From an optimization exercise on the open Yosys and OpenROAD flow, aimed at small area and a short achievable clock period; shortcuts taken in it are not production practice. Where RTL was checked, it was by simulation tests only, not by an equivalence proof against the original. Function not checked in runs 3 to 5: the RTL went through the layout flow alone. Power and IR drop assume default switching activity.

<file path="flow/design.v">
module fa(input a, input b, input c, output s, output co);
    assign s  = a ^ b ^ c;
    assign co = (a & b) | (c & (a ^ b));
endmodule
module add2(input [1:0] a, input [1:0] b, input ci, output [1:0] s, output co);
    wire c0;
    fa f0 (.a(a[0]), .b(b[0]), .c(ci), .s(s[0]), .co(c0));
    fa f1 (.a(a[1]), .b(b[1]), .c(c0), .s(s[1]), .co(co));
endmodule
module Kernel(
    input  [7:0]  pixel_in,
    input         clk,
    input         rst_n,
    input         rst_clk,
    output [31:0] z_out,
    output        slow_clk_out
);
    reg [2:0] j;
    always @(posedge clk or negedge rst_clk) begin
        if (!rst_clk) j <= 3'b000;
        else          j <= {j[1], j[0], ~j[2]};
    end
    assign slow_clk_out = j[2];
    wire c5_nx = j[0] & ~j[1];       
    reg  slot;                       
    always @(posedge clk) slot <= c5_nx;
    wire c3 = ~j[2] & ~j[0];         
    reg rst_seen, rst_prev;
    wire seen_nx = ~rst_n | (rst_seen & ~slot);
    wire prev_nx = slot ? (rst_seen | ~rst_n) : rst_prev;
    wire kill_nx = seen_nx | (prev_nx & ~c5_nx);
    always @(posedge clk) begin
        rst_seen <= seen_nx;
        rst_prev <= prev_nx;
    end
    reg [3:0] n;                     
    always @(posedge clk) begin
        if (!rst_n)                  n <= 4'd0;
        else if (slot && n != 4'd13) n <= n + 4'd1;
    end
    reg v_lane, v_reg, w_lane, w_reg;
    always @(posedge clk) begin
        v_lane <= rst_n & ~j[2] & (n >= 4'd6);
        v_reg  <= rst_n & j[2] & j[0] & (n >= 4'd7);
        w_lane <= rst_n & ~j[2] & (n >= 4'd12);
        w_reg  <= rst_n & j[2] & j[0] & (n >= 4'd13);
    end
    reg [3:0] ev;
    reg [6:0] od;
    reg       x_lo;                  
    always @(posedge clk) begin
        if (slot) begin
            ev[3:1] <= {pixel_in[6], pixel_in[4], pixel_in[2]};
            od[6:4] <= {pixel_in[7], pixel_in[5], pixel_in[3]};
            od[2:0] <= 3'b000;
        end else begin
            ev[3:1] <= {1'b0, ev[3:2]};
            od[6:4] <= {1'b0, od[6:5]};
            od[2:0] <= od[3:1];
        end
        ev[0] <= (slot ? pixel_in[0] : ev[1]) & ~seen_nx;
        od[3] <= (slot ? pixel_in[1] : od[4]) & ~seen_nx;
        x_lo  <= od[3] & ~slot & ~seen_nx;
    end
    wire [1:0] x1 = {od[3], ev[0]};      
    wire [1:0] x2 = {ev[0], x_lo};       
    reg [70:1] lane;
    always @(posedge clk) lane <= {lane[69:1], j[2] ? ev[0] : od[0]};
    reg [1:0] hb [1:12];                 
    integer k;
    always @(posedge clk) begin
        if (c3) begin
            hb[1] <= x1;
            for (k = 2; k <= 12; k = k + 1) hb[k] <= hb[k-1];
        end
    end
    wire [1:0] v = ({2{v_lane}} & {lane[31], lane[34]}) | ({2{v_reg}} & hb[6]);    
    wire [1:0] w = ({2{w_lane}} & {lane[67], lane[70]}) | ({2{w_reg}} & hb[12]);   
    reg v_lo, w_lo;
    wire [1:0] v2 = {v[0], v_lo};
    wire [1:0] w2 = {w[0], w_lo};
    wire [1:0] r, s, q, s1, c1, t2in, z;
    wire       r_co, s_co, q_co, s1_co, c1_co, t2_co, z_co;
    reg        r_cy, s_cy, q_cy, s1_cy, c1_cy, t2_cy, z_cy;
    reg  [1:0] r_q, r_qq, s_q, q_q, s1_q;
    reg  [9:0] t3, t2;               
    add2 a_r  (.a(v),    .b(w2),   .ci(r_cy),  .s(r),    .co(r_co));
    add2 a_s  (.a(v2),   .b(w),    .ci(s_cy),  .s(s),    .co(s_co));
    add2 a_q  (.a(r_q),  .b(t2[9:8]), .ci(q_cy),  .s(q),    .co(q_co));
    add2 a_s1 (.a(s_q),  .b(t3[9:8]), .ci(s1_cy), .s(s1),   .co(s1_co));
    add2 a_c1 (.a(x2),   .b(r_qq), .ci(c1_cy), .s(c1),   .co(c1_co));
    add2 a_t2 (.a(x1),   .b(s1_q), .ci(t2_cy), .s(t2in), .co(t2_co));
    add2 a_z  (.a(x2),   .b(q_q),  .ci(z_cy),  .s(z),    .co(z_co));
    always @(posedge clk) begin
        if (!rst_n) begin
            v_lo <= 1'b0;  w_lo <= 1'b0;
            r_cy <= 1'b0;  s_cy <= 1'b0;  q_cy <= 1'b0;  s1_cy <= 1'b0;
            r_q  <= 2'b00; r_qq <= 2'b00; s_q <= 2'b00; q_q <= 2'b00; s1_q <= 2'b00;
        end else begin
            v_lo <= v[1];  w_lo <= w[1];
            r_cy <= r_co;  s_cy <= s_co;  q_cy <= q_co;  s1_cy <= s1_co;
            r_q  <= r;     r_qq <= r_q;   s_q <= s;      q_q <= q;      s1_q <= s1;
        end
        c1_cy <= c1_co;  t2_cy <= t2_co;  z_cy <= z_co;
        t3[7:0] <= {t3[5:0], c1};
        t3[9:8] <= t3[7:6] & {2{~kill_nx}};
        t2[7:0] <= {t2[5:0], t2in};
        t2[9:8] <= t2[7:6] & {2{~kill_nx}};
    end
    reg [9:0]  zs;      
    reg [11:0] zr;
    always @(posedge clk) begin
        zs <= {z, zs[9:2]};
        if (!rst_n)    zr <= 12'd0;
        else if (slot) zr <= rst_seen ? 12'd0 : {z, zs};
    end
    assign z_out = {20'd0, zr};
endmodule
</file>
<file path="flow/flow/run.sh">
#!/bin/bash
set -euo pipefail
bash standard.sh \
  "CTS_ARGS=-sink_clustering_enable -repair_clock_nets -dont_use_dummy_load -buf_list sky130_fd_sc_hd__clkbuf_8" \
  "BUFFER_PORTS_ARGS=-buffer_cell sky130_fd_sc_hd__buf_2" \
  SKIP_REPAIR_TIE_FANOUT=1 \
  finish > flow.log 2>&1
</file>
<file path="flow/standard.sh">
#!/bin/bash
# synth_recipe.tcl (not shown) runs the flow's synth.tcl, then flattens the netlist and writes it again
# the make line also repeats each setting of config.mk as NAME=value (left out here)
make -C /OpenROAD-flow-scripts/flow DESIGN_CONFIG=/design/flow/config.mk WORK_HOME=/design/flow/orfs CLKGATE_MAP_FILE= SYNTH_SCRIPT=/design/flow/synth_recipe.tcl "${@:-finish}"
</file>
<file path="flow/config.mk">
export PLATFORM = sky130hd
export DESIGN_NAME = Kernel
export DESIGN_NICKNAME = Kernel
export VERILOG_FILES = /design/flow/design.v
export SDC_FILE = /design/flow/constraint.sdc
export NUM_CORES = 4
export LEC_CHECK = 0
export CAP_MARGIN = 20
export CORE_MARGIN = 2
export CORE_UTILIZATION = 40
export SETUP_SLACK_MARGIN = 1.6
export SLEW_MARGIN = 20
</file>
<file path="flow/constraint.sdc">
create_clock -name core_clock -period 3.0 [get_ports {clk}]
set_input_delay 0.6000 -clock core_clock [delete_from_list [all_inputs] [get_ports {clk}]]
set_output_delay 0.6000 -clock core_clock [all_outputs]
set_load 0.01 [all_outputs]
</file>
==> results of run 1 <==
==> per-layer routing <==
metal  GRT usage, %  vias up
met5              0        -
met4           5.27        0
met3           4.31       11
met2           15.5       43
met1           14.5     1181
li1               -     1197
==> timing repair <==
action | CTS | global route
hold buffers | 1 | 0
gates resized for setup | 38 | 10
setup endpoints to repair | 57 | 29
buffers inserted | 8 | 5
gates cloned | 1 | 0
pin swaps | 4 | 4
endpoints found under the hold margin | 3 | 0
==> cell families (layout without fill, tap and decap cells) <==
kind of cell / Yosys count / after routing
flip-flops: 181 / 181
AO/OA/AOI/OAI: 29 / 29
multiplexers: 9 / 9
adder cells (fa/ha/maj): 18 / 18
AND/OR/NAND/NOR: 64 / 65
other: 1 / 1
buffers and inverters: 69 / 95
==> power groups by stage <==
stage / registers (mW) / logic (mW) / clock network, mW
floorplan: 2.54 / 0.0440 / 0
global placement: 2.55 / 0.0327 / 0
detailed placement: 2.55 / 0.0332 / 0
CTS: 2.49 / 0.0342 / 1.24
global route: 2.49 / 0.0375 / 1.33
finish: 2.49 / 0.0341 / 1.18
==> through the flow <==
stage,std cells,worst slack [ps]
after floorplan,371,1410
after global placement,538,1380
after detailed placement,538,1370
after CTS,565,1400
after global routing,570,1330
final,570,1400
==> layout make-up <==
type                       instances  share of cell area [%]
tap                              172                    3.65
timing repair buffer              38                    5.63
inverter                          40                    2.61
clock buffer                      17                    3.97
multi-input combinational        122                    17.8
sequential                       181                    66.4
==> placed cells by master, fill, tap and decap left out, drive strengths merged <==
cell type,instances
a211oi,4
a21oi,4
a22o,3
a22oi,12
a31o,1
a31oi,1
and2,12
and2b,1
and3,1
and3b,1
and4,1
buf,37
clkbuf,17
clkinvlp,1
conb,1
dfrtp,3
dfxtp,154
dlygate4sd3,1
edfxtp,24
fa,14
ha,4
inv,39
mux2,5
mux2i,4
nand2,14
nand3,2
nand4,1
nor2,9
nor2b,22
nor3,1
o21ai,3
o2bb2ai,1
==> path summary, 6_finish.rpt <==
check,from,end,slack [ps],cells after the start
max in group asynchronous,rst_clk,j[0],2360,2
min in group asynchronous,rst_clk,j[2],520,2
max,w_reg,s_q[1],1400,4
min,t3[0],t3[2],300,0
max reg2reg,w_reg,s_q[1],1400,4
min reg2reg,t3[0],t3[2],300,0
==> worst max-delay path, delay by kind of cell (launching register included) <==
kind / cells / cell delay, ps
adder cells (fa/ha/maj): 2 / 850
AO/OA/AOI/OAI: 1 / 240
AND/OR/NAND/NOR: 1 / 110
flip-flops: 1 / 330
==> results.py, run 1 <==
metrics = {
    "synthesis": {
        "synth.area.mux_share_pct": 1.85,
        "yosys.area_share.simple_pct": 6.68,
        "synth_top_family_by_area": "simple AND/OR/NAND/NOR gates",
        "synth_common_cells": "dfxtp_1, inv_1, edfxtp_1",
        "ys_ff_latch": 181,
        "synth_edf_count": 24,
        "synth_cells": 371,
        "synthDominantCellAreaShare_pct": 59.2,
        "ys_top_cells_by_area": "dfxtp_1, edfxtp_1, fa_1, buf_4, inv_1",
        "ys_warn_count": 2,
        "yosysMostFrequentCell": "dfxtp_1",
        "synthXorXnorAreaFrac_pct": 0,
        "synth_area_mm2": 0.00521,
        "avgSynthCellArea_um2": 14.0,
        "synth-compound-area-share_pct": 3.94,
        "synthAdderAreaFrac_pct": 6.34,
        "synth_largest_area_cell": "dfxtp_1",
        "async_reset_ff_share_pct": 1.66,
        "syn_nets": 400,
        "ys_seq_area_share_pct": 74.5,
        "synthDistinctLibCells": 32,
        "ys.flop_type": "dfxtp_1",
    },
    "critical_path": {
        "crit_chain": "a22o_1, fa_2, fa_2, and2_1",
        "crit_required_ps": 3350,
        "path_max_fanout": 2,
        "cp_slowest_cell": "fa_2",
        "cp-start-kind": "flop",
        "arrival_ps": 1950,
        "cpMostUsedCell": "fa_2",
        "max_stage_delay_ps": 510,
        "worstSetupPathType": "reg -> reg",
        "endpoint_kind": "flop",
    },
    "clock_tree": {
        "cts.sink_count": 181,
        "clk_path_buf_depth": 2,
        "numCtsBuffers": 17,
        "cts_root_buffer": "clkbuf_8",
        "clk-insertion-delay-late_ps": 440,
        "h-tree-depth": 4,
        "clk_pin_slew_worst_paths_ps": 80,
        "cts_tree": "yes",
    },
    "detailed_routing": {
        "drt-total-wl_um": 7040,
        "met1Wirelength_um": 3490,
        "drt-pass1-iter-count": 4,
        "wl_per_cell_um": 12.3,
        "wl_met2_um": 3140,
        "vias": 2432,
        "vias_per_cell": 4.27,
        "drc_errors": 0,
        "drtIter0Drc": 153,
        "highest_layer": "met4",
        "drtAntennaViolNets": 0,
        "wl_met3_um": 270,
    },
    "sta": {
        "post-route-period-util_pct": 53.2,
        "rsz0062_at_grt": "true",
        "setup_viol_count_final": 0,
        "tightest_slew_ps": 635,
        "min_period_ps": 1600,
        "fmax_mhz": 627,
        "final.setup.tns_ps": 0,
        "slew_headroom_pct": 57.6,
        "slew_viol_final": 0,
        "finClkSkew_ps": 39.1,
        "hold_viol": 0,
        "whs_ps": 304,
    },
    "power_and_ir_drop": {
        "clockPowerShare_pct": 31.8,
        "p_leak_nw": 2.28,
        "netSwitchingFraction_pct": 19.2,
        "power_mw": 3.70,
        "powerDensity_mw_per_mm2": 629,
        "p_comb_share_pct": 0.9,
        "power_switching_mw": 0.710,
        "p_int_mw": 2.99,
        "sequentialPowerShare_pct": 67.3,
        "ir_drop_mv": 0.385,
    },
    "layout": {
        "largest_reg_flops": 70,
        "reg_top3": "lane x70, hb x24, zr x12",
        "nFillCells": 1164,
        "nNetsFinal": 429,
        "multi_input_comb_area_mm2": 0.00105,
        "regArea_mm2": 0.00391,
        "drive_gt1_share_pct": 26.1,
        "antenna_cells": 0,
        "design_area_mm2": 0.00589,
        "fin_util_pct": 46.5,
        "regMostFlops": "lane",
        "syn2layout_area_growth_pct": 13.1,
    },
    "placed_design": {
        "postPlaceCellArea_mm2": 0.00538,
        "io_buffers": 23,
        "gp_congestion": 0.800,
        "dp_hpwl_um": 4210,
    },
    "global_route": {
        "groute.usage.overall_pct": 10.9,
        "overflow": 0,
        "antenna_found_initial": 0,
        "grt_max_degree": 45,
        "grt_pass1_vias": 2401,
        "grt_pass1_wl_um": 11600,
    },
    "floorplan": {
        "initial_core_util_pct": 41.1,
        "core_mm2": 0.0127,
        "ios": 44,
        "die_x_um": 118,
        "die_area_mm2": 0.0140,
        "die_h_um": 118,
        "num_rows": 41,
    },
    "outcome": {
        "outcome": "timing/DRC/antenna clean",
    },
    "run": {
        "maxCapViolCount": 0,
    },
    "min_path": {
        "worst_hold_path_type": "reg -> reg",
    },
}
==> run 2, diff against run 1 <==
--- a/flow/config.mk
+++ b/flow/config.mk
@@ -9,4 +9,4 @@
 export CORE_MARGIN = 2
 export CORE_UTILIZATION = 40
-export SETUP_SLACK_MARGIN = 1.6
+export SETUP_SLACK_MARGIN = 1.4
 export SLEW_MARGIN = 20
==> results.py, run 2 <==
metrics = {
    "layout": {
        "antenna_cells": 0,
        "syn2layout_area_growth_pct": 8.55,
        "regMostFlops": "lane",
        "drive_gt1_share_pct": 16.5,
        "reg_top3": "lane x70, hb x24, zr x12",
        "final_cell_mix": "dfxtp_1, inv_1, edfxtp_1",
        "layout_commonest_cell": "dfxtp_1",
        "nNetsFinal": 419,
        "largest_reg_flops": 70,
        "design_area_mm2": 0.00565,
        "nFillCells": 1193,
    },
    "sta": {
        "hold_viol": 0,
        "slew_headroom_pct": 56.3,
        "tightest_slew_ps": 655,
        "slew_viol_final": 0,
        "post-route-period-util_pct": 53.4,
        "fmax_mhz": 624,
        "min_period_ps": 1600,
        "worst_slack_ps": 1400,
        "final.setup.tns_ps": 0,
        "whs_ps": 316,
        "finClkSkew_ps": 24.6,
        "rsz0062_at_grt": "true",
        "setup_viol_count_final": 0,
    },
    "critical_path": {
        "crit_chain": "a22o_1, fa_2, fa_2, and2_1",
        "arrival_ps": 1960,
        "r2r_start": "w_lane",
        "cp_slowest_cell": "fa_2",
        "endpoint_kind": "flop",
        "worstSetupStartpoint": "w_lane",
        "path_buf_inv": 0,
        "max_stage_delay_ps": 510,
        "path_max_fanout": 2,
        "crit_required_ps": 3360,
        "cpMostUsedCell": "fa_2",
        "worstSetupPathType": "reg -> reg",
        "cp-start-kind": "flop",
        "crit_family": "adder cells",
    },
    "synthesis": {
        "syn_nets": 400,
        "synthDominantCellAreaShare_pct": 59.2,
        "ys_seq_area_share_pct": 74.5,
        "async_reset_ff_share_pct": 1.66,
        "ys_warn_count": 2,
        "synth_common_cells": "dfxtp_1, inv_1, edfxtp_1",
        "ys_ff_latch": 181,
        "synth_edf_count": 24,
        "synth_area_mm2": 0.00521,
        "yosysMostFrequentCell": "dfxtp_1",
        "synth_largest_area_cell": "dfxtp_1",
        "avgSynthCellArea_um2": 14.0,
        "ys.flop_type": "dfxtp_1",
        "ys_top_cells_by_area": "dfxtp_1, edfxtp_1, fa_1, buf_4, inv_1",
        "synthDistinctLibCells": 32,
        "synth_cells": 371,
    },
    "placed_design": {
        "dp_hpwl_um": 4380,
        "gp_congestion": 0.749,
        "dp_slack_ps": 1330,
        "io_buffers": 23,
        "postPlaceCellArea_mm2": 0.00536,
    },
    "floorplan": {
        "core_mm2": 0.0127,
        "die_h_um": 118,
        "die_area_mm2": 0.0140,
        "ios": 44,
        "die_x_um": 118,
        "num_rows": 41,
        "initial_core_util_pct": 41.1,
    },
    "clock_tree": {
        "cts_tree": "yes",
        "clk_path_buf_depth": 2,
        "h-tree-depth": 4,
        "cts.sink_count": 181,
        "numCtsBuffers": 17,
        "cts_root_buffer": "clkbuf_8",
        "clk_pin_slew_worst_paths_ps": 80,
        "clk-insertion-delay-late_ps": 430,
    },
    "detailed_routing": {
        "drtIter0Drc": 118,
        "wl_per_cell_um": 12.1,
        "drt-pass1-iter-count": 4,
        "drtAntennaViolNets": 0,
        "vias": 2359,
        "drc_errors": 0,
        "drt-total-wl_um": 6780,
        "vias_per_cell": 4.21,
    },
    "power_and_ir_drop": {
        "ir_drop_mv": 0.463,
        "powerDensity_mw_per_mm2": 654,
        "p_leak_nw": 2.20,
        "power_mw": 3.70,
    },
    "global_route": {
        "grt_pass1_vias": 2517,
        "overflow": 0,
        "grt_max_degree": 45,
        "groute.usage.overall_pct": 11.1,
        "grt_pass1_wl_um": 11800,
        "antenna_found_initial": 0,
    },
    "outcome": {
        "outcome": "timing/DRC/antenna clean",
    },
    "min_path": {
        "worst_hold_path_type": "reg -> reg",
        "hp-start": "t2[1]",
    },
    "run": {
        "maxCapViolCount": 0,
    },
}
run 2: final timing paths:
path                          end  slack (ps)  cells past startpoint
max                        s_q[1]        1400                      4
min                         t2[3]         320                      0
max reg2reg                s_q[1]        1400                      4
min reg2reg                 t2[3]         320                      0
max in group asynchronous    j[2]        2360                      2
min in group asynchronous    j[0]         510                      2
run 2: kinds of logic (layout without fill, tap and decap cells):
logic type / count (synthesis) / in the layout / synth area share, %
AOI/OAI and AO/OA: 29 / 29 / 3.94
adders and majority gates: 18 / 18 / 6.34
buffers and inverters: 69 / 86 / 6.65
DFF: 181 / 181 / 74.5
muxes: 9 / 9 / 1.85
other: 1 / 1 / 0.0720
and+or+nand+nor: 64 / 64 / 6.68
run 2: final cells by class:
| type | count | area (µm²) | share of cell area [%] |
|---|---|---|---|
| sequential | 181 | 3880 | 68.7 |
| multi-input combinational | 121 | 1000 | 17.7 |
| tap | 172 | 215 | 3.81 |
| timing repair buffer | 29 | 169 | 2.99 |
| inverter | 40 | 150 | 2.66 |
| clock buffer | 17 | 234 | 4.14 |
run 2: per-layer routing:
layer	vias to the layer above	routed length [µm]	global-route usage, %
li1	1174	-	-
met1	1132	3510	14.6
met2	40	2860	15.6
met3	13	263	3.68
met4	0	146	6.85
met5	-	0	0
run 2: repair_timing:
item / in CTS / in global routing
pin swaps: 3 / 1
buffers inserted: 3 / 0
endpoints found under the setup margin: 5 / 14
hold endpoints to repair: 3 / 0
hold buffers: 1 / 0
gates resized for setup: 7 / 5
run 2: power breakdown:
part	internal [mW]	switching, mW
Sequential	2.48	0.00940
Combinational	0.0110	0.0235
Clock	0.502	0.671
Total	2.99	0.703
run 2: worst reg2reg max path: stages (launching register included):
cell     delay, ps
dfxtp_1        320
a22o_1         260
fa_2           340
fa_2           510
and2_1         110
run 2: per-stage QoR:
| stage | cells | utilization, % |
|---|---|---|
| CTS | 560 | 44.6 |
| global route | 560 | 44.6 |
| global placement | 539 | 42.3 |
| detailed placement | 539 | 42.3 |
| floorplan | 371 | - |
| finish | 560 | 44.6 |
==> run 3, diff against run 2 <==
--- a/flow/design.v
+++ b/flow/design.v
@@ -17,13 +17,15 @@
 );
     reg [2:0] j;
+    reg       j2;
     always @(posedge clk or negedge rst_clk) begin
         if (!rst_clk) j <= 3'b000;
-        else          j <= {j[1], j[0], ~j[2]};
+        else          j <= {j[1], j[0], ~j2};
     end
+    always @(posedge clk) j2 <= j[1] & rst_clk;
     assign slow_clk_out = j[2];
     wire c5_nx = j[0] & ~j[1];       
     reg  slot;                       
     always @(posedge clk) slot <= c5_nx;
-    wire c3 = ~j[2] & ~j[0];         
+    wire at_c1 = j[1] & ~j[0];       
     reg rst_seen, rst_prev;
     wire seen_nx = ~rst_n | (rst_seen & ~slot);
@@ -39,11 +41,8 @@
         else if (slot && n != 4'd13) n <= n + 4'd1;
     end
-    reg v_lane, v_reg, w_lane, w_reg;
-    always @(posedge clk) begin
-        v_lane <= rst_n & ~j[2] & (n >= 4'd6);
-        v_reg  <= rst_n & j[2] & j[0] & (n >= 4'd7);
-        w_lane <= rst_n & ~j[2] & (n >= 4'd12);
-        w_reg  <= rst_n & j[2] & j[0] & (n >= 4'd13);
-    end
+    wire v_lane = rst_n & ~j2 & (n >= 4'd6);
+    wire v_reg  = rst_n & j2 & j[0] & (n >= 4'd7);
+    wire w_lane = rst_n & ~j2 & (n >= 4'd12);
+    wire w_reg  = rst_n & j2 & j[0] & (n >= 4'd13);
     reg [3:0] ev;
     reg [6:0] od;
@@ -66,15 +65,18 @@
     wire [1:0] x2 = {ev[0], x_lo};       
     reg [70:1] lane;
-    always @(posedge clk) lane <= {lane[69:1], j[2] ? ev[0] : od[0]};
+    always @(posedge clk) lane <= {lane[69:1], j2 ? ev[0] : od[0]};
     reg [1:0] hb [1:12];                 
     integer k;
     always @(posedge clk) begin
-        if (c3) begin
-            hb[1] <= x1;
+        if (at_c1) begin
+            hb[1] <= {od[5], ev[2]};
             for (k = 2; k <= 12; k = k + 1) hb[k] <= hb[k-1];
         end
     end
-    wire [1:0] v = ({2{v_lane}} & {lane[31], lane[34]}) | ({2{v_reg}} & hb[6]);    
-    wire [1:0] w = ({2{w_lane}} & {lane[67], lane[70]}) | ({2{w_reg}} & hb[12]);   
+    reg [1:0] v, w;
+    always @(posedge clk) begin
+        v <= ({2{v_lane}} & {lane[30], lane[33]}) | ({2{v_reg}} & hb[6]);
+        w <= ({2{w_lane}} & {lane[66], lane[69]}) | ({2{w_reg}} & hb[12]);
+    end
     reg v_lo, w_lo;
     wire [1:0] v2 = {v[0], v_lo};
@@ -92,5 +94,5 @@
     add2 a_t2 (.a(x1),   .b(s1_q), .ci(t2_cy), .s(t2in), .co(t2_co));
     add2 a_z  (.a(x2),   .b(q_q),  .ci(z_cy),  .s(z),    .co(z_co));
-    always @(posedge clk) begin
+    always @(posedge clk or negedge rst_n) begin
         if (!rst_n) begin
             v_lo <= 1'b0;  w_lo <= 1'b0;
@@ -102,4 +104,6 @@
             r_q  <= r;     r_qq <= r_q;   s_q <= s;      q_q <= q;      s1_q <= s1;
         end
+    end
+    always @(posedge clk) begin
         c1_cy <= c1_co;  t2_cy <= t2_co;  z_cy <= z_co;
         t3[7:0] <= {t3[5:0], c1};
==> flow/flow/run.sh (replaced) <==
#!/bin/bash
set -euo pipefail
bash standard.sh \
  "CTS_ARGS=-sink_clustering_enable -repair_clock_nets -dont_use_dummy_load -buf_list sky130_fd_sc_hd__clkbuf_8 -root_buf sky130_fd_sc_hd__clkbuf_16" \
  "BUFFER_PORTS_ARGS=-buffer_cell sky130_fd_sc_hd__buf_2" \
  SKIP_REPAIR_TIE_FANOUT=1 \
  finish > flow.log 2>&1
==> results.py, run 3 <==
metrics = {
    "synthesis": {
        "ys_ff_latch": 181,
        "synth_edf_count": 24,
        "ys_warn_count": 2,
        "syn_nets": 398,
        "synth_largest_area_cell": "dfxtp_1",
        "synthDistinctLibCells": 31,
        "synth_common_cells": "dfxtp_1, inv_1, edfxtp_1",
        "yosysMostFrequentCell": "dfxtp_1",
        "avgSynthCellArea_um2": 14.2,
        "synth_area_mm2": 0.00523,
        "synthDominantCellAreaShare_pct": 52.9,
        "ys_seq_area_share_pct": 75.8,
        "ys.flop_type": "dfxtp_1",
        "ys_top_cells_by_area": "dfxtp_1, edfxtp_1, dfrtp_1, fa_1, inv_1",
        "async_reset_ff_share_pct": 10.5,
        "synth_cells": 369,
    },
    "critical_path": {
        "reg2regPathDepth": 6,
        "cp_slowest_cell": "fa_1",
        "cp-start-kind": "flop",
        "max_stage_delay_ps": 430,
        "worstSetupPathType": "reg -> reg",
        "r2r_start": "x_lo",
        "endpoint_kind": "flop",
        "path_max_fanout": 2,
        "crit_required_ps": 3250,
        "crit_chain": "inv_1, fa_2, inv_2, fa_1, nand3_1, a21oi_1",
        "r2r_slack_ps": 1480,
        "r2r_end": "zr[11]",
        "arrival_ps": 1780,
    },
    "detailed_routing": {
        "vias": 2320,
        "drtIter0Drc": 81,
        "drt-total-wl_um": 6650,
        "vias_per_cell": 4.14,
        "drc_errors": 0,
        "drtAntennaViolNets": 0,
        "wl_per_cell_um": 11.9,
        "drt-pass1-iter-count": 4,
    },
    "clock_tree": {
        "cts_root_buffer": "clkbuf_16",
        "h-tree-depth": 4,
        "cts.sink_count": 181,
        "clk_pin_slew_worst_paths_ps": 80,
        "clk_path_buf_depth": 2,
        "numCtsBuffers": 17,
        "clk-insertion-delay-late_ps": 380,
        "cts_tree": "yes",
    },
    "outcome": {
        "outcome": "timing/DRC/antenna clean",
    },
    "power_and_ir_drop": {
        "netSwitchingFraction_pct": 19.9,
        "powerDensity_mw_per_mm2": 685,
        "sequentialPowerShare_pct": 66.1,
        "power_switching_mw": 0.773,
        "p_comb_share_pct": 2.6,
        "power_mw": 3.88,
        "p_int_mw": 3.10,
        "p_leak_nw": 2.33,
        "clockPowerShare_pct": 31.3,
        "ir_drop_mv": 0.509,
    },
    "layout": {
        "final_cells": 560,
        "syn2layout_area_growth_pct": 8.29,
        "final_cell_mix": "dfxtp_1, inv_1, edfxtp_1",
        "nFillCells": 1171,
        "reg_top3": "lane x69, hb x24, zr x12",
        "nNetsFinal": 419,
        "largest_reg_flops": 69,
        "antenna_cells": 0,
        "multi_input_comb_area_um2": 868,
        "drive_gt1_share_pct": 14.4,
        "regMostFlops": "lane",
        "layout_commonest_cell": "dfxtp_1",
        "regArea_mm2": 0.00396,
    },
    "min_path": {
        "worst_hold_path_type": "in -> async",
    },
    "floorplan": {
        "die_x_um": 118,
        "core_mm2": 0.0127,
        "die_area_mm2": 0.0140,
        "die_h_um": 118,
        "initial_core_util_pct": 41.2,
        "num_rows": 41,
        "ios": 44,
    },
    "sta": {
        "finClkSkew_ps": 28.2,
        "rsz0062_at_grt": "true",
        "post-route-period-util_pct": 50.8,
        "fmax_mhz": 656,
        "slew_headroom_pct": 66.7,
        "tightest_slew_ps": 499,
        "hold_viol": 0,
        "slew_viol_final": 0,
        "min_period_ps": 1520,
        "setup_viol_count_final": 0,
        "final.setup.tns_ps": 0,
    },
    "global_route": {
        "grt_max_degree": 25,
        "grt_pass1_wl_um": 11400,
        "overflow": 0,
        "grt_pass1_vias": 2414,
        "groute.usage.overall_pct": 10.7,
        "antenna_found_initial": 0,
    },
    "run": {
        "maxCapViolCount": 0,
    },
    "placed_design": {
        "placed_cells": 541,
        "io_buffers": 23,
        "gp_congestion": 0.713,
        "dp_hpwl_um": 4320,
    },
}
## run 3: cell types whose count changed after synthesis, sizes merged, moves of 2 or more
cell and change:
nor2b -18, inv +17, dfrtp +16, dfxtp -16, and2 -9, nor2 +9
clkbuf -3, a211oi +2, nand2 -2, o21ai +2
## run 3: worst max-delay path: cells and delay by family, from the launching register on
family	cells	cell delay (ps)
adder cells (fa/ha/maj)	2	820
AO/OA/AOI/OAI	1	60
AND/OR/NAND/NOR	1	100
flip-flops	1	300
buffers and inverters	2	130
## run 3: area by class of cell
class	instances	share of cell area [%]
flip-flops and latches	181	70.0
multi-input cells	105	15.3
clock buffers	17	4.33
well taps	172	3.80
inverters	57	3.78
repair buffers	28	2.74
## run 3: worst max-delay path by stage
stage	startpoint	endpoint	slack, ps
after floorplan	x_lo	zr[11]	1510
after global placement	ev[0]	t2[1]	1450
after detailed placement	x_lo	zr[11]	1400
after CTS	x_lo	zr[11]	1400
after global routing	x_lo	zr[11]	1350
final	x_lo	zr[11]	1480
## run 3: routing by layer
layer / global-route usage [%] / share of wire [%]
met2: 14.7 / 43
met4: 5.42 / 1.2
met5: 0 / 0
met3: 4.83 / 4.4
met1: 14.3 / 51
## run 3: timing repair
action,CTS,global route
endpoints found under the hold margin,2,0
hold buffers,1,0
resized for setup,0,3
endpoints found under the setup margin,0,2
buffers inserted,0,1
## run 3: power groups by stage
stage                     sequential (mW)  combinational, mW  clock (mW)
after floorplan                      2.61             0.0907           0
after global placement               2.62             0.0967           0
after detailed placement             2.62             0.0988           0
after CTS                            2.56              0.100        1.26
after global routing                 2.57              0.115        1.35
final                                2.56             0.0994        1.21
## run 3: per-stage QoR
stage | worst slack [ps] | hold WS [ps] | utilization, % | cell area (µm²)
2_1_floorplan | 1510 | 304 | - | 5230
3_3_place_gp | 1450 | 311 | 42.5 | 5390
3_5_place_dp | 1400 | 312 | 42.5 | 5390
4_1_cts | 1400 | 109 | 44.6 | 5650
5_1_grt | 1350 | 120 | 44.7 | 5660
6_report | 1480 | 124 | 44.7 | 5660
## run 3: cells by family after synthesis
kind of cell | count (synthesis) | share of synthesized area, %
buf+inv | 83 | 7.71
mux | 9 | 1.84
compound gates | 31 | 4.14
simple gates | 46 | 4.14
fa+ha+maj | 18 | 6.32
flops | 181 | 75.8
other cells | 1 | 0.0718
==> run 4, diff against run 3 <==
==> flow/flow/run.sh (replaced) <==
#!/bin/bash
set -euo pipefail
bash standard.sh \
  "CTS_ARGS=-sink_clustering_enable -repair_clock_nets -dont_use_dummy_load -buf_list sky130_fd_sc_hd__clkbuf_16 -root_buf sky130_fd_sc_hd__clkbuf_16" \
  "BUFFER_PORTS_ARGS=-buffer_cell sky130_fd_sc_hd__buf_2" \
  SKIP_REPAIR_TIE_FANOUT=1 \
  finish > flow.log 2>&1
==> results.py, run 4 <==
metrics = {
    "sta": {
        "worst_slack_ps": 1470,
        "rsz0062_at_grt": "false",
        "final.setup.tns_ps": 0,
        "slew_viol_final": 0,
        "post-route-period-util_pct": 50.9,
        "hold_viol": 0,
        "fmax_mhz": 655,
        "finClkSkew_ps": 17.2,
        "slew_headroom_pct": 64.9,
        "setup_viol_count_final": 0,
        "min_period_ps": 1530,
        "tightest_slew_ps": 526,
    },
    "layout": {
        "final_cell_mix": "dfxtp_1, inv_1, edfxtp_1",
        "design_area_mm2": 0.00584,
        "reg_top3": "lane x69, hb x24, zr x12",
        "largest_reg_flops": 69,
        "regMostFlops": "lane",
        "nNetsFinal": 419,
        "layout_commonest_cell": "dfxtp_1",
        "syn2layout_area_growth_pct": 11.8,
        "final_cells": 560,
        "antenna_cells": 0,
        "drive_gt1_share_pct": 15.2,
    },
    "floorplan": {
        "die_area_mm2": 0.0140,
        "initial_core_util_pct": 41.2,
        "core_mm2": 0.0127,
        "die_h_um": 118,
        "num_rows": 41,
        "die_x_um": 118,
        "ios": 44,
    },
    "synthesis": {
        "syn_nets": 398,
        "synth_area_mm2": 0.00523,
        "ys_warn_count": 2,
        "avgSynthCellArea_um2": 14.2,
        "synth_common_cells": "dfxtp_1, inv_1, edfxtp_1",
        "ys_ff_latch": 181,
        "async_reset_ff_share_pct": 10.5,
        "yosysMostFrequentCell": "dfxtp_1",
        "ys.flop_type": "dfxtp_1",
        "synth_edf_count": 24,
        "synth_cells": 369,
        "ys_top_cells_by_area": "dfxtp_1, edfxtp_1, dfrtp_1, fa_1, inv_1",
        "synthDistinctLibCells": 31,
        "ys_seq_area_share_pct": 75.8,
        "synth_largest_area_cell": "dfxtp_1",
        "synthDominantCellAreaShare_pct": 52.9,
    },
    "critical_path": {
        "crit_required_ps": 3300,
        "worstSetupPathType": "reg -> reg",
        "worstSetupStartpoint": "ev[0]",
        "r2r_end": "t2[1]",
        "reg2regPathDepth": 4,
        "arrival_ps": 1830,
        "r2r_start": "ev[0]",
        "cp-start-kind": "flop",
        "path_max_fanout": 3,
        "crit_end": "t2[1]",
        "endpoint_kind": "flop",
        "r2r_slack_ps": 1470,
    },
    "global_route": {
        "grt_max_degree": 25,
        "overflow": 0,
        "grt_pass1_wl_um": 11700,
        "grt_pass1_vias": 2441,
        "antenna_found_initial": 0,
        "groute.usage.overall_pct": 11.0,
    },
    "detailed_routing": {
        "drc_errors": 0,
        "drtAntennaViolNets": 0,
        "wl_per_cell_um": 12.2,
        "vias": 2334,
        "drt-total-wl_um": 6810,
        "drtIter0Drc": 77,
        "drt-pass1-iter-count": 4,
        "vias_per_cell": 4.17,
    },
    "clock_tree": {
        "cts.sink_count": 181,
        "numCtsBuffers": 17,
        "cts_root_buffer": "clkbuf_16",
        "clk_path_buf_depth": 2,
        "h-tree-depth": 4,
        "clk-insertion-delay-late_ps": 420,
        "cts_tree": "yes",
        "clk_pin_slew_worst_paths_ps": 50,
    },
    "outcome": {
        "outcome": "timing/DRC/antenna clean",
    },
    "placed_design": {
        "io_buffers": 23,
        "postPlaceCellArea_mm2": 0.00539,
        "dp_slack_ps": 1400,
        "placed_cells": 541,
        "dp_hpwl_um": 4320,
        "gp_congestion": 0.713,
    },
    "power_and_ir_drop": {
        "p_leak_nw": 2.41,
        "ir_drop_mv": 0.468,
        "powerDensity_mw_per_mm2": 755,
    },
    "run": {
        "maxCapViolCount": 0,
    },
    "min_path": {
        "worst_hold_path_type": "in -> async",
    },
}
[run 4: cell counts after synthesis]
Identical to the previous run, type by type.
[run 4: metal layers]
metal  wire length [µm]  vias to the layer above  global-route usage, %
met5                  0                        -                      0
met1               3440                     1131                   14.5
met3                284                       13                   4.25
met2               2960                       30                   15.3
met4                132                        0                   6.55
li1                   -                     1160                      -
[run 4: final cells by class]
| cell class | count | area, µm² |
|---|---|---|
| fillers | 1157 | 6830 |
| flip-flops and latches | 181 | 3960 |
| multi-input cells | 105 | 868 |
| clock buffers | 17 | 425 |
| well taps | 172 | 215 |
| inverters | 57 | 214 |
| repair buffers | 28 | 155 |
[run 4: power breakdown]
part / internal [mW] / switching (mW)
Clock: 0.983 / 0.760
Sequential: 2.54 / 0.0281
Combinational: 0.0326 / 0.0676
Total: 3.55 / 0.856
[run 4: worst min-delay path by stage]
stage / startpoint / to / cells after the start
after floorplan: rst_clk / j[0] / 0
after global placement: t2[1] / t2[3] / 0
after detailed placement: lane[14] / lane[15] / 0
after CTS: rst_n / s1_q[0] / 1
after global routing: rst_n / s1_q[0] / 1
final: rst_n / s1_q[0] / 1
[run 4: metrics by stage]
step                      hold WS, ps  power, mW  util, %
final                            74.0       4.41     46.1
after global routing             77.2       4.57     46.1
after CTS                        64.2       4.45     46.1
after detailed placement          312       2.72     42.5
after global placement            311       2.71     42.5
after floorplan                   304       2.70        -
[run 4: cells by family (layout without fill, tap and decap cells)]
| family | count (synthesis) | in the layout | synth area share [%] |
|---|---|---|---|
| and+or+nand+nor | 46 | 46 | 4.14 |
| buffers and inverters | 83 | 102 | 7.71 |
| AOI/OAI and AO/OA | 31 | 31 | 4.14 |
| muxes | 9 | 9 | 1.84 |
| DFF | 181 | 181 | 75.8 |
| adders and majority gates | 18 | 18 | 6.32 |
| other | 1 | 1 | 0.0718 |
[run 4: critical path: stages (launching register included)]
cell	delay, ps
dfxtp_2	360
inv_1	100
fa_1	440
fa_1	490
inv_1	40
[run 4: what timing repair did]
action	in CTS	in global routing
setup buffers	1	0
endpoints found under the hold margin	3	0
hold buffers	1	0
resized for setup	2	4
endpoints found under the setup margin	2	2
pin swaps	2	4
==> run 5, diff against run 4 <==
==> flow/flow/run.sh (replaced) <==
#!/bin/bash
# The standard layout (standard.sh), with these changes:
#  - CTS arguments below (no dummy loads, chosen clock buffers);
#  - buf_2 port buffers; one tie cell for the constant outputs;
#  - after the standard synthesis, fixfa.py flips full adders that Yosys
#    built with inverted inputs and outputs back to true polarity (same
#    function, fewer inverters); registers are untouched.
# make's output goes to flow_*.log here; each step's log is under orfs/logs.
set -euo pipefail
ARGS=(
  "CTS_ARGS=-sink_clustering_enable -repair_clock_nets -dont_use_dummy_load -buf_list sky130_fd_sc_hd__clkbuf_8 -root_buf sky130_fd_sc_hd__clkbuf_16"
  "BUFFER_PORTS_ARGS=-buffer_cell sky130_fd_sc_hd__buf_2"
  SKIP_REPAIR_TIE_FANOUT=1
)
R=orfs/results/sky130hd/Kernel/base
bash standard.sh "${ARGS[@]}" synth > flow_synth.log 2>&1
python3 flow/fixfa.py $R/1_2_yosys.v $R/1_2_yosys_fixfa.v > fixfa.log 2>&1
cp $R/1_2_yosys.v $R/1_2_yosys_orig.v
mv $R/1_2_yosys_fixfa.v $R/1_2_yosys.v
bash standard.sh "${ARGS[@]}" finish > flow_finish.log 2>&1
==> flow/flow/fixfa.py (new file) <==
#!/usr/bin/env python3
"""Polarity clean-up of a Yosys netlist: Yosys's extract_fa often builds a full
adder from inverted inputs with inverted outputs (FA(~a,~b,~c) = ~FA(a,b,c)),
adding inverters around the fa cell. This script flips such adders back to
true polarity (the function of the netlist does not change): inputs driven by
inverters are connected to the inverters' inputs, carries between flipped adders
keep their nets, and each output's former consumers get the inverse it had:
an inverter load is removed (its loads move to the true net), any other load
gets a new inverter. Inverters left without loads are removed.
usage: fixfa.py in.v out.v"""
import re, sys
from collections import defaultdict

src = open(sys.argv[1]).read()
OUTP = {'X', 'Y', 'Q', 'Q_N', 'SUM', 'COUT', 'HI', 'LO'}
inst_re = re.compile(r'^(\s*)(sky130_fd_sc_hd__\w+)\s+(\S+)\s*\((.*?)\);[ \t]*\n', re.S | re.M)
pin_re = re.compile(r'\.(\w+)\(([^()]*)\)')

insts = []           # [type, name, [[pin, net], ...], indent]
pieces = []          # text pieces between instances
pos = 0
for m in inst_re.finditer(src):
    pieces.append(src[pos:m.start()])
    pins = [[p, n.strip()] for p, n in pin_re.findall(m.group(4))]
    insts.append([m.group(2), m.group(3), pins, m.group(1)])
    pos = m.end()
tail = src[pos:]
head = ''.join(pieces)

# nets that appear outside instances (ports, assigns) are left alone
fixed = set()
for line in (head + tail).splitlines():
    s = line.strip()
    if s.startswith('assign') or s.startswith('input') or s.startswith('output'):
        for tok in re.findall(r'\\\S+|[A-Za-z_][\w$]*(?:\[\d+\])?', s):
            fixed.add(tok)
            fixed.add(tok.split('[')[0])

def build():
    drv, loads = {}, defaultdict(list)
    for i, (t, n, pins, _) in enumerate(insts):
        for k, (p, net) in enumerate(pins):
            if p in OUTP:
                drv[net] = (i, k)
            else:
                loads[net].append((i, k))
    return drv, loads

def is_inv(i):
    return re.match(r'sky130_fd_sc_hd__(clk)?inv_\d+$', insts[i][0]) is not None

def pin(i, name):
    for p, net in insts[i][2]:
        if p == name:
            return net
    return None

def setpin(i, name, net):
    for pp in insts[i][2]:
        if pp[0] == name:
            pp[1] = net

drv, loads = build()
fas = [i for i, x in enumerate(insts) if re.match(r'sky130_fd_sc_hd__fa_\d+$', x[0])]

def src_kind(net):
    d = drv.get(net)
    if d is None or net in fixed:
        return None
    i, k = d
    if is_inv(i) and pin(i, 'A') not in fixed:
        return ('inv', i)
    if i in fas and insts[i][2][k][0] == 'COUT':
        return ('fa', i)
    return None

cand = set()
for f in fas:
    ks = [src_kind(pin(f, p)) for p in ('A', 'B', 'CIN')]
    if all(ks) and pin(f, 'SUM') not in fixed and pin(f, 'COUT') not in fixed:
        cand.add(f)
changed = True
while changed:
    changed = False
    for f in list(cand):
        for p in ('A', 'B', 'CIN'):
            k = src_kind(pin(f, p))
            if k[0] == 'fa' and k[1] not in cand:
                cand.discard(f); changed = True; break
# a flipped adder's carry may only feed other flipped adders' CIN or anything
# else (handled below), so no further condition is needed.

newid = [0]
def fresh(base):
    newid[0] += 1
    return '_fixfa_%s%d_' % (base, newid[0])

new_insts = []
new_wires = []
dead = set()
for f in sorted(cand):
    for p in ('A', 'B', 'CIN'):
        k = src_kind(pin(f, p))
        if k[0] == 'inv':
            setpin(f, p, pin(k[1], 'A'))
drv, loads = build()
for f in sorted(cand):
    for p in ('SUM', 'COUT'):
        o = pin(f, p)
        for (i, k) in list(loads.get(o, [])):
            if i in cand and insts[i][2][k][0] == 'CIN':
                continue
            if is_inv(i) and i not in dead and pin(i, 'Y') not in fixed:
                y = pin(i, 'Y')
                for (i2, k2) in list(loads.get(y, [])):
                    insts[i2][2][k2][1] = o
                dead.add(i)
            else:
                nn = fresh('n')
                new_wires.append(nn)
                insts[i][2][k][1] = nn
                new_insts.append(['sky130_fd_sc_hd__inv_1', fresh('i'), [['A', o], ['Y', nn]], '  '])
drv, loads = build()
# remove inverters with no loads
for i, x in enumerate(insts):
    if is_inv(i) and not loads.get(pin(i, 'Y')) and pin(i, 'Y') not in fixed:
        dead.add(i)

def fmt(x):
    t, n, pins, ind = x
    body = ',\n'.join('%s  .%s(%s)' % (ind, p, net + ' ' if net.startswith('\\') else net)
                       for p, net in pins)
    return '%s%s %s (\n%s\n%s);\n' % (ind, t, n, body, ind)

out = [pieces[0]]
for idx, x in enumerate(insts):
    if idx not in dead:
        out.append(fmt(x))
    if idx + 1 < len(pieces):
        out.append(pieces[idx + 1])
for x in new_insts:
    out.append(fmt(x))
out.append(tail)
text = ''.join(out)
if new_wires:
    decl = ''.join('  wire %s;\n' % w for w in new_wires)
    text = re.sub(r'(module\s+\w+\s*\([^;]*\);\n)', lambda m: m.group(1) + decl, text, count=1)
open(sys.argv[2], 'w').write(text)
sys.stderr.write('fixfa: flipped %d of %d adders, removed %d inverters, added %d\n'
                 % (len(cand), len(fas), len(dead), len(new_insts)))
==> results.py, run 5 <==
metrics = {
    "detailed_routing": {
        "drc_errors": 0,
        "wl_per_cell_um": 12.8,
        "vias": 2191,
        "vias_per_cell": 4.30,
        "drtAntennaViolNets": 0,
        "drtIter0Drc": 120,
        "drt-total-wl_um": 6520,
        "drt-pass1-iter-count": 4,
    },
    "placed_design": {
        "io_buffers": 23,
        "placed_cells": 492,
        "dp_hpwl_um": 4150,
        "dp_slack_ps": 1150,
        "postPlaceCellArea_mm2": 0.00520,
        "gp_congestion": 0.697,
    },
    "synthesis": {
        "synth_cells": 321,
        "ys_warn_count": 2,
        "syn_nets": 350,
        "synth_area_mm2": 0.00504,
        "avgSynthCellArea_um2": 15.7,
    },
    "run": {
        "maxCapViolCount": 0,
    },
    "power_and_ir_drop": {
        "p_comb_share_pct": 2.5,
        "sequentialPowerShare_pct": 66.3,
        "ir_drop_mv": 0.474,
        "netSwitchingFraction_pct": 19.9,
        "p_leak_nw": 2.24,
        "power_mw": 3.87,
        "p_int_mw": 3.10,
        "powerDensity_mw_per_mm2": 709,
        "clockPowerShare_pct": 31.2,
        "power_switching_mw": 0.770,
    },
    "layout": {
        "nFillCells": 1132,
        "antenna_cells": 0,
        "fin_util_pct": 43.8,
        "final_cell_mix": "dfxtp_1, edfxtp_1, buf_2",
        "regArea_mm2": 0.00396,
        "multi_input_comb_area_um2": 868,
        "layout_commonest_cell": "dfxtp_1",
        "design_area_mm2": 0.00546,
        "nNetsFinal": 369,
        "regMostFlops": "lane",
        "largest_reg_flops": 69,
        "final_cells": 510,
        "reg_top3": "lane x69, hb x24, zr x12",
        "syn2layout_area_growth_pct": 8.28,
        "drive_gt1_share_pct": 15.7,
    },
    "global_route": {
        "grt_pass1_wl_um": 11000,
        "antenna_found_initial": 0,
        "groute.usage.overall_pct": 11.1,
        "overflow": 0,
        "grt_pass1_vias": 2226,
        "grt_max_degree": 29,
    },
    "critical_path": {
        "endpoint_kind": "flop",
        "arrival_ps": 1820,
        "path_max_fanout": 2,
        "crit_required_ps": 3290,
        "cp-start-kind": "flop",
        "worstSetupPathType": "reg -> reg",
    },
    "sta": {
        "worst_slack_ps": 1470,
        "fmax_mhz": 655,
        "finClkSkew_ps": 25.3,
        "whs_ps": 231,
        "slew_headroom_pct": 61.8,
        "rsz0062_at_grt": "true",
        "tightest_slew_ps": 573,
        "min_period_ps": 1530,
        "post-route-period-util_pct": 50.9,
        "hold_viol": 0,
        "final.setup.tns_ps": 0,
        "slew_viol_final": 0,
        "setup_viol_count_final": 0,
    },
    "clock_tree": {
        "clk_pin_slew_worst_paths_ps": 70,
        "numCtsBuffers": 17,
        "post_cts_buffers": 0,
        "cts_root_buffer": "clkbuf_16",
        "h-tree-depth": 4,
        "clk-insertion-delay-late_ps": 360,
        "cts_tree": "yes",
        "cts.sink_count": 181,
        "clk_path_buf_depth": 2,
    },
    "floorplan": {
        "die_area_mm2": 0.0135,
        "num_rows": 41,
        "core_mm2": 0.0125,
        "die_h_um": 116,
        "initial_core_util_pct": 40.5,
        "ios": 44,
        "die_x_um": 116,
    },
    "min_path": {
        "worst_hold_path_type": "in -> async",
    },
    "outcome": {
        "outcome": "timing/DRC/antenna clean",
    },
}
[run 5: timing repair]
item	in CTS	in global routing
hold buffers	1	0
hold endpoints to repair	3	0
setup endpoints to repair	1	1
resized for setup	1	1
pin swaps	1	3
[run 5: path summary, 6_finish.rpt]
| check | cells after the start | startpoint | to | slack, ps |
|---|---|---|---|---|
| max in group asynchronous | 2 | rst_clk | j[2] | 2330 |
| min in group core_clock | 0 | lane[24] | lane[25] | 300 |
| max reg2reg | 4 | x_lo | zr[11] | 1470 |
| max | 4 | x_lo | zr[11] | 1470 |
| min reg2reg | 0 | lane[24] | lane[25] | 300 |
| min | 1 | rst_n | r_qq[1] | 230 |
[run 5: critical path, cell delays in order, from the launching register on]
cell,delay (ps)
dfxtp_2,340
fa_2,380
fa_1,530
nand3_1,90
a21oi_1,130
[run 5: area by class of cell]
| class | instances | area share, % |
|---|---|---|
| timing repair buffer | 26 | 2.57 |
| tap | 172 | 3.94 |
| inverter | 9 | 0.618 |
| clock buffer | 17 | 4.49 |
| sequential | 181 | 72.5 |
| multi-input combinational | 105 | 15.9 |
[run 5: per-layer routing]
metal	track usage, %	routed length (µm)	part of all wire (%)	up-vias
li1	-	-	-	1056
met1	14.9	3130	48	1078
met2	15.1	2790	43	44
met3	4.46	409	6.3	13
met4	6.90	185	2.8	0
met5	0	0	0	-
[run 5: power groups by stage]
stage / Sequential (mW) / Combinational (mW) / Clock (mW)
6_report: 2.57 / 0.0961 / 1.21
3_3_place_gp: 2.62 / 0.0925 / 0
2_1_floorplan: 2.61 / 0.0884 / 0
5_1_grt: 2.57 / 0.110 / 1.36
4_1_cts: 2.57 / 0.0970 / 1.26
3_5_place_dp: 2.62 / 0.0956 / 0
==> run 6, diff against run 5 <==
--- a/flow/design.v
+++ b/flow/design.v
@@ -114,8 +114,9 @@
     reg [9:0]  zs;      
     reg [11:0] zr;
+    wire [1:0] ztop = {q_q[1] ^ (q_q[0] & z_cy), q_q[0] ^ z_cy};
     always @(posedge clk) begin
         zs <= {z, zs[9:2]};
         if (!rst_n)    zr <= 12'd0;
-        else if (slot) zr <= rst_seen ? 12'd0 : {z, zs};
+        else if (slot) zr <= rst_seen ? 12'd0 : {ztop, zs};
     end
     assign z_out = {20'd0, zr};
==> results.py, run 6 <==
metrics = {
    "synthesis": {
        "avgSynthCellArea_um2": 15.7,
        "syn_nets": 354,
        "ys_warn_count": 2,
        "synth_area_mm2": 0.00507,
        "synth_cells": 324,
    },
    "floorplan": {
        "core_mm2": 0.0125,
        "die_h_um": 117,
        "ios": 44,
        "num_rows": 41,
        "initial_core_util_pct": 40.5,
        "die_area_mm2": 0.0136,
        "die_x_um": 117,
    },
    "layout": {
        "antenna_cells": 0,
        "layout_commonest_cell": "dfxtp_1",
        "syn2layout_area_growth_pct": 8.02,
        "design_area_mm2": 0.00548,
        "largest_reg_flops": 69,
        "reg_top3": "lane x69, hb x24, zr x12",
        "drive_gt1_share_pct": 15.0,
        "fin_util_pct": 43.8,
        "final_cells": 512,
        "final_cell_mix": "dfxtp_1, edfxtp_1, buf_2",
        "nNetsFinal": 372,
        "regMostFlops": "lane",
    },
    "detailed_routing": {
        "drc_errors": 0,
        "drt-pass1-iter-count": 4,
        "drtIter0Drc": 98,
        "drtAntennaViolNets": 0,
        "vias": 2186,
        "drt-total-wl_um": 6560,
        "wl_per_cell_um": 12.8,
        "vias_per_cell": 4.27,
    },
    "clock_tree": {
        "cts_tree": "yes",
        "cts.sink_count": 181,
        "clk-insertion-delay-late_ps": 380,
        "cts_resized": 0,
        "numCtsBuffers": 17,
        "clk_pin_slew_worst_paths_ps": 70,
        "cts_root_buffer": "clkbuf_16",
        "clk_path_buf_depth": 2,
        "h-tree-depth": 4,
        "post_cts_buffers": 0,
        "cts_hold_buf": 0,
    },
    "global_route": {
        "grt-busiest-layer": "met2",
        "met1_usage_pct": 14.0,
        "grt_max_degree": 29,
        "grt_pass1_wl_um": 10600,
        "grtUsageMet3_pct": 3.94,
        "grt_pass1_vias": 2218,
        "use_met2_pct": 15.2,
        "antenna_found_initial": 0,
        "groute.usage.overall_pct": 10.8,
        "overflow": 0,
    },
    "sta": {
        "setup_viol_count_final": 0,
        "worst_slack_ps": 1540,
        "final.setup.tns_ps": 0,
        "fmax_mhz": 686,
        "min_period_ps": 1460,
        "slew_viol_final": 0,
        "whs_ps": 19.1,
        "tightest_slew_ps": 586,
        "post-route-period-util_pct": 48.6,
        "hold_viol": 0,
        "rsz0062_at_grt": "false",
        "finClkSkew_ps": 28.8,
        "slew_headroom_pct": 60.9,
    },
    "power_and_ir_drop": {
        "ir_drop_mv": 0.381,
        "p_leak_nw": 2.26,
        "power_mw": 3.88,
        "powerDensity_mw_per_mm2": 708,
    },
    "placed_design": {
        "gp_congestion": 0.744,
        "dp_slack_ps": 1050,
        "dp_hpwl_um": 4100,
        "postPlaceCellArea_mm2": 0.00523,
        "placed_cells": 495,
        "io_buffers": 23,
    },
    "critical_path": {
        "endpoint_kind": "flop",
        "arrival_ps": 1700,
        "worstSetupPathType": "reg -> reg",
        "cp-start-kind": "flop",
        "crit_required_ps": 3240,
        "path_max_fanout": 4,
    },
    "outcome": {
        "outcome": "timing/DRC/antenna clean",
    },
    "run": {
        "maxCapViolCount": 0,
    },
    "min_path": {
        "worst_hold_path_type": "in -> async",
    },
}
## run 6: layer usage
| metal | routed length [µm] | share of wire [%] | vias to the layer above |
|---|---|---|---|
| li1 | - | - | 1064 |
| met1 | 3210 | 49 | 1078 |
| met2 | 2890 | 44 | 31 |
| met3 | 287 | 4.4 | 13 |
| met4 | 168 | 2.6 | 0 |
| met5 | 0 | 0 | - |
## run 6: critical path, cell delays in order, from the launching register on
cell and delay [ps]:
dfxtp_1 430, fa_1 480, fa_1 420
## run 6: layout make-up
cell class | instances | area (µm²)
Fill cell | 1169 | 7040
Clock buffer | 17 | 245
Sequential cell | 181 | 3960
Inverter | 9 | 33.8
Tap cell | 172 | 215
Timing Repair Buffer | 25 | 133
Multi-Input combinational cell | 108 | 892
## run 6: path summary, 6_finish.rpt
kind | startpoint | endpoint | slack [ps] | depth (start not counted)
min in group core_clock | lane[21] | lane[22] | 310 | 0
max in group asynchronous | rst_n | q_q[1] | 2560 | 1
setup / recovery | ev[0] | t2[1] | 1540 | 2
hold reg to reg | lane[21] | lane[22] | 310 | 0
hold / removal | rst_clk | j[2] | 20 | 1
setup reg to reg | ev[0] | t2[1] | 1540 | 2
## run 6: power by group
group	internal [mW]	leakage (nW)	total [mW]	switching [mW]
combinational	0.0295	0.536	0.0960	0.0666
sequential	2.54	1.60	2.57	0.0311
clock	0.536	0.127	1.21	0.679
==> run 7, diff against run 6 <==
--- a/flow/config.mk
+++ b/flow/config.mk
@@ -9,4 +9,4 @@
 export CORE_MARGIN = 2
 export CORE_UTILIZATION = 40
-export SETUP_SLACK_MARGIN = 1.4
+export SETUP_SLACK_MARGIN = 1.62
 export SLEW_MARGIN = 20
==> results.py, run 7 <==
metrics = {
    "outcome": {
        "outcome": "timing/DRC/antenna clean",
    },
    "sta": {
        "tightest_slew_ps": 564,
        "final.setup.tns_ps": 0,
        "fmax_mhz": 691,
        "setup_viol_count_final": 0,
        "finClkSkew_ps": 34.2,
        "slew_viol_final": 0,
        "min_period_ps": 1450,
        "hold_viol": 0,
        "slew_headroom_pct": 62.0,
        "post-route-period-util_pct": 48.2,
        "rsz0062_at_grt": "true",
        "worst_slack_ps": 1550,
    },
    "floorplan": {
        "num_rows": 41,
        "die_h_um": 117,
        "die_area_mm2": 0.0136,
        "core_mm2": 0.0125,
        "ios": 44,
        "die_x_um": 117,
        "initial_core_util_pct": 40.5,
    },
    "clock_tree": {
        "clk_pin_slew_worst_paths_ps": 80,
        "cts_tree": "yes",
        "cts_root_buffer": "clkbuf_16",
        "clk-insertion-delay-late_ps": 370,
        "clk_path_buf_depth": 2,
        "numCtsBuffers": 17,
        "h-tree-depth": 4,
        "cts.sink_count": 181,
    },
    "synthesis": {
        "synth_cells": 324,
        "ys_warn_count": 2,
        "avgSynthCellArea_um2": 15.7,
        "synth_area_mm2": 0.00507,
        "syn_nets": 354,
    },
    "critical_path": {
        "worstSetupStartpoint": "j[2]",
        "path_buf_inv": 1,
        "arrival_ps": 850,
        "crit_cells": 1,
        "path_max_fanout": 1,
        "crit_family": "flip-flops",
        "cp_slowest_cell": "dfrtp_1",
        "worstSetupPathType": "reg -> out",
        "max_stage_delay_ps": 360,
        "cp-start-kind": "flop",
        "crit_required_ps": 2400,
        "crit_chain": "buf_2",
        "reg2regPathDepth": 2,
        "endpoint_kind": "output pin",
        "r2r_start": "q_cy",
    },
    "detailed_routing": {
        "drt-total-wl_um": 6560,
        "drtIter0Drc": 121,
        "drt-pass1-iter-count": 4,
        "wl_per_cell_um": 12.7,
        "drtAntennaViolNets": 0,
        "drc_errors": 0,
        "vias_per_cell": 4.30,
        "vias": 2228,
    },
    "global_route": {
        "antenna_found_initial": 0,
        "grt_pass1_vias": 2299,
        "groute.usage.overall_pct": 11.2,
        "overflow": 0,
        "grt_max_degree": 24,
        "grt_pass1_wl_um": 11100,
    },
    "layout": {
        "final_cell_mix": "dfxtp_1, edfxtp_1, dfrtp_1",
        "drive_gt1_share_pct": 24.0,
        "syn2layout_area_growth_pct": 11.8,
        "nFillCells": 1121,
        "multi_input_comb_area_um2": 937,
        "largest_reg_flops": 69,
        "reg_top3": "lane x69, hb x24, zr x12",
        "antenna_cells": 0,
        "final_cells": 518,
        "layout_commonest_cell": "dfxtp_1",
        "regMostFlops": "lane",
        "nNetsFinal": 378,
        "regArea_mm2": 0.00399,
    },
    "power_and_ir_drop": {
        "ir_drop_mv": 0.431,
        "power_mw": 3.86,
        "powerDensity_mw_per_mm2": 681,
        "p_leak_nw": 2.30,
    },
    "placed_design": {
        "dp_hpwl_um": 4050,
        "placed_cells": 495,
        "io_buffers": 23,
        "gp_congestion": 0.785,
        "dp_slack_ps": 1450,
    },
    "min_path": {
        "worst_hold_path_type": "in -> async",
    },
    "run": {
        "maxCapViolCount": 0,
    },
}
-- run 7: layer usage --
metal / track usage [%] / up-vias / part of all wire [%] / wire length, µm
met5: 0 / - / 0 / 0
met4: 5.88 / 0 / 1.3 / 83
met3: 4.20 / 6 / 4.4 / 289
met2: 15.9 / 31 / 45 / 2950
met1: 15.0 / 1107 / 49 / 3240
li1: - / 1084 / - / -
-- run 7: worst paths after layout --
check                           slack (ps)           end
worst min register to register         300      lane[65]
worst min-delay path                   120        q_q[0]
max in group asynchronous             2340          j[1]
min in group core_clock                300      lane[65]
worst max register to register        1660        q_q[1]
worst max-delay path                  1550  slow_clk_out
-- run 7: area by class of cell --
type / count / area share (%)
clock buffers: 17 / 4.32
repair buffers: 30 / 4.39
multi-input cells: 109 / 16.5
flip-flops and latches: 181 / 70.3
well taps: 172 / 3.80
inverters: 9 / 0.662
-- run 7: repair_timing --
action,in CTS,in global routing
endpoints found under the setup margin,53,47
setup buffers,3,1
hold buffers,1,0
gates cloned,1,0
endpoints found under the hold margin,3,0
resized for setup,33,12
pin swaps,0,2
-- run 7: through the flow --
| stage | utilization, % | instance area (µm²) | hold WS (ps) |
|---|---|---|---|
| after floorplan | - | 5080 | 304 |
| after global placement | 41.8 | 5230 | 311 |
| after detailed placement | 41.8 | 5230 | 312 |
| after CTS | 45.0 | 5630 | 97.7 |
| after global routing | 45.3 | 5670 | 108 |
| final | 45.3 | 5670 | 121 |
-- run 7: report_power, final --
group | leakage [nW] | internal [mW] | switching, mW
Combinational | 0.563 | 0.0359 | 0.0686
Clock | 0.127 | 0.536 | 0.657
Sequential | 1.61 | 2.54 | 0.0316
==> run 8, diff against run 7 <==
--- a/flow/config.mk
+++ b/flow/config.mk
@@ -9,4 +9,4 @@
 export CORE_MARGIN = 2
 export CORE_UTILIZATION = 40
-export SETUP_SLACK_MARGIN = 1.62
+export SETUP_SLACK_MARGIN = 1.55
 export SLEW_MARGIN = 20
==> results.py, run 8 <==
metrics = {
    "outcome": {
        "outcome": "timing/DRC/antenna clean",
    },
    "layout": {
        "antenna_cells": 0,
        "syn2layout_area_growth_pct": 9.35,
        "layout_commonest_cell": "dfxtp_1",
        "largest_reg_flops": 69,
        "final_cell_mix": "dfxtp_1, edfxtp_1, buf_2",
        "final_cells": 515,
        "drive_gt1_share_pct": 18.4,
        "regMostFlops": "lane",
        "reg_top3": "lane x69, hb x24, zr x12",
        "nNetsFinal": 375,
    },
    "synthesis": {
        "ys_warn_count": 2,
        "synth_cells": 324,
        "synth_area_mm2": 0.00507,
        "syn_nets": 354,
        "avgSynthCellArea_um2": 15.7,
    },
    "critical_path": {
        "r2r_slack_ps": 1590,
        "worstSetupPathType": "reg -> out",
        "path_buf_inv": 1,
        "reg2regPathDepth": 2,
        "cp_slowest_cell": "dfrtp_1",
        "max_stage_delay_ps": 360,
        "cp-start-kind": "flop",
        "r2r_end": "q_q[1]",
        "crit_chain": "buf_2",
        "r2r_start": "r_q[0]",
        "crit_family": "flip-flops",
        "path_max_fanout": 1,
        "endpoint_kind": "output pin",
        "arrival_ps": 850,
        "crit_required_ps": 2400,
    },
    "clock_tree": {
        "cts_root_buffer": "clkbuf_16",
        "clk_pin_slew_worst_paths_ps": 80,
        "clk_path_buf_depth": 2,
        "h-tree-depth": 4,
        "numCtsBuffers": 17,
        "cts.sink_count": 181,
        "clk-insertion-delay-late_ps": 370,
        "cts_tree": "yes",
    },
    "global_route": {
        "grt_pass1_wl_um": 10600,
        "antenna_found_initial": 0,
        "groute.usage.overall_pct": 10.7,
        "use_met2_pct": 15.2,
        "grtUsageMet3_pct": 4.20,
        "grt_pass1_vias": 2235,
        "overflow": 0,
        "grt_max_degree": 25,
        "grt-busiest-layer": "met2",
        "met1_usage_pct": 14.2,
    },
    "detailed_routing": {
        "drtAntennaViolNets": 0,
        "drtIter0Drc": 140,
        "drt-total-wl_um": 6410,
        "wl_per_cell_um": 12.4,
        "vias": 2205,
        "drt-pass1-iter-count": 4,
        "drc_errors": 0,
        "vias_per_cell": 4.28,
    },
    "sta": {
        "whs_ps": 119,
        "finClkSkew_ps": 35.1,
        "final.setup.tns_ps": 0,
        "slew_headroom_pct": 60.1,
        "rsz0062_at_grt": "true",
        "min_period_ps": 1450,
        "worst_slack_ps": 1550,
        "fmax_mhz": 691,
        "slew_viol_final": 0,
        "post-route-period-util_pct": 48.3,
        "tightest_slew_ps": 592,
        "setup_viol_count_final": 0,
        "hold_viol": 0,
    },
    "power_and_ir_drop": {
        "clockPowerShare_pct": 30.9,
        "p_comb_share_pct": 2.6,
        "ir_drop_mv": 0.432,
        "netSwitchingFraction_pct": 19.6,
        "p_leak_nw": 2.28,
        "sequentialPowerShare_pct": 66.5,
        "p_int_mw": 3.11,
        "power_switching_mw": 0.756,
        "powerDensity_mw_per_mm2": 696,
    },
    "placed_design": {
        "dp_slack_ps": 1450,
        "gp_congestion": 0.785,
        "io_buffers": 23,
        "dp_hpwl_um": 4050,
        "placed_cells": 495,
    },
    "floorplan": {
        "initial_core_util_pct": 40.5,
        "die_area_mm2": 0.0136,
        "num_rows": 41,
        "die_x_um": 117,
        "die_h_um": 117,
        "ios": 44,
        "core_mm2": 0.0125,
    },
    "run": {
        "maxCapViolCount": 0,
    },
    "min_path": {
        "worst_hold_path_type": "in -> async",
    },
}
-- run 8: worst max path at each step --
stage | from | to | slack (ps) | depth (start not counted)
3_5_place_dp | rst_n | rst_prev | 1450 | 4
2_1_floorplan | r_q[0] | q_q[1] | 1640 | 2
3_3_place_gp | rst_n | rst_prev | 1450 | 4
5_1_grt | j[2] | slow_clk_out | 1490 | 1
6_report | j[2] | slow_clk_out | 1550 | 1
4_1_cts | j[2] | slow_clk_out | 1520 | 1
-- run 8: repair_timing --
| action | CTS | global route |
|---|---|---|
| hold buffers | 1 | 0 |
| endpoints found under the setup margin | 16 | 24 |
| resized for setup | 6 | 9 |
| setup buffers | 0 | 1 |
| endpoints found under the hold margin | 3 | 0 |
| gates cloned | 0 | 1 |
| pin swaps | 0 | 0 |
-- run 8: metrics by stage --
stage | power (mW) | utilization [%] | area (µm²)
after floorplan | 2.70 | - | 5080
after global placement | 2.71 | 41.8 | 5230
after detailed placement | 2.72 | 41.8 | 5230
after CTS | 3.91 | 43.9 | 5500
after global routing | 4.04 | 44.3 | 5550
final | 3.86 | 44.3 | 5550
-- run 8: power by group through the flow --
stage	Clock [mW]	Combinational [mW]	Sequential [mW]
CTS	1.25	0.0971	2.57
finish	1.19	0.0997	2.57
global placement	0	0.0935	2.62
floorplan	0	0.0884	2.61
detailed placement	0	0.0956	2.62
global route	1.35	0.114	2.58
-- run 8: layout make-up --
cell class / count / area [µm²]
Sequential cell: 181 / 3970
Timing Repair Buffer: 27 / 166
Multi-Input combinational cell: 109 / 911
Tap cell: 172 / 215
Fill cell: 1135 / 6970
Clock buffer: 17 / 245
Inverter: 9 / 37.5
-- run 8: worst reg2reg max path, stage by stage, from the launching register on --
cell and delay (ps):
dfrtp_1 400, fa_1 440, fa_1 450
-- run 8: layer usage --
layer / vias up / wire length, µm / share of wire [%]
li1: 1076 / - / -
met5: - / 0 / 0
met4: 0 / 91 / 1.4
met3: 10 / 304 / 4.7
met1: 1080 / 3180 / 50
met2: 39 / 2830 / 44

[static timing again, ports no longer ideal]
In the flow no input, the clock included, has a driving cell. The finished layouts below were timed again as built, in two steps. Step 1 sets driving cells, clkbuf_16 on the clock port and buf_2 on the other inputs (assumed; they add their load-dependent delay and slew). Step 2 times the ports against the registers' clock, not the clock port: input delays grow and output delays shrink by t, the midpoint of the rising clock arrivals with the driver on. Slacks: ideal / step 1 / step 2; pairs: ideal / step 1.
| run | t (ns) | setup WS [ns] | worst setup path after step 2 | clock arrival spread, ns | cell pins on the clock port's net |
|---|---|---|---|---|---|
| run 1 | 0.454 | 1.404 / 1.404 / 1.347 | input to register | 0.044 / 0.044 | 1 |
| run 2 | 0.453 | 1.397 / 1.397 / 1.348 | input to register | 0.025 / 0.025 | 1 |
| run 3 | 0.396 | 1.476 / 1.472 / 1.445 | input to register | 0.034 / 0.033 | 1 |
| run 4 | 0.444 | 1.474 / 1.441 / 1.439 | input to register | 0.021 / 0.020 | 1 |
| run 5 | 0.403 | 1.474 / 1.474 / 1.177 | input to register | 0.060 / 0.060 | 1 |
| run 6 | 0.398 | 1.542 / 1.517 / 1.275 | input to register | 0.039 / 0.040 | 1 |
| run 7 | 0.390 | 1.554 / 1.515 / 1.373 | input to register | 0.037 / 0.036 | 1 |
| run 8 | 0.393 | 1.552 / 1.513 / 1.379 | input to register | 0.038 / 0.038 | 1 |
After both steps every run listed still meets setup and hold. For run 5, which loses most, drivers alone change the setup slack by 0.000 ns; drivers and shift together by -0.297 ns.
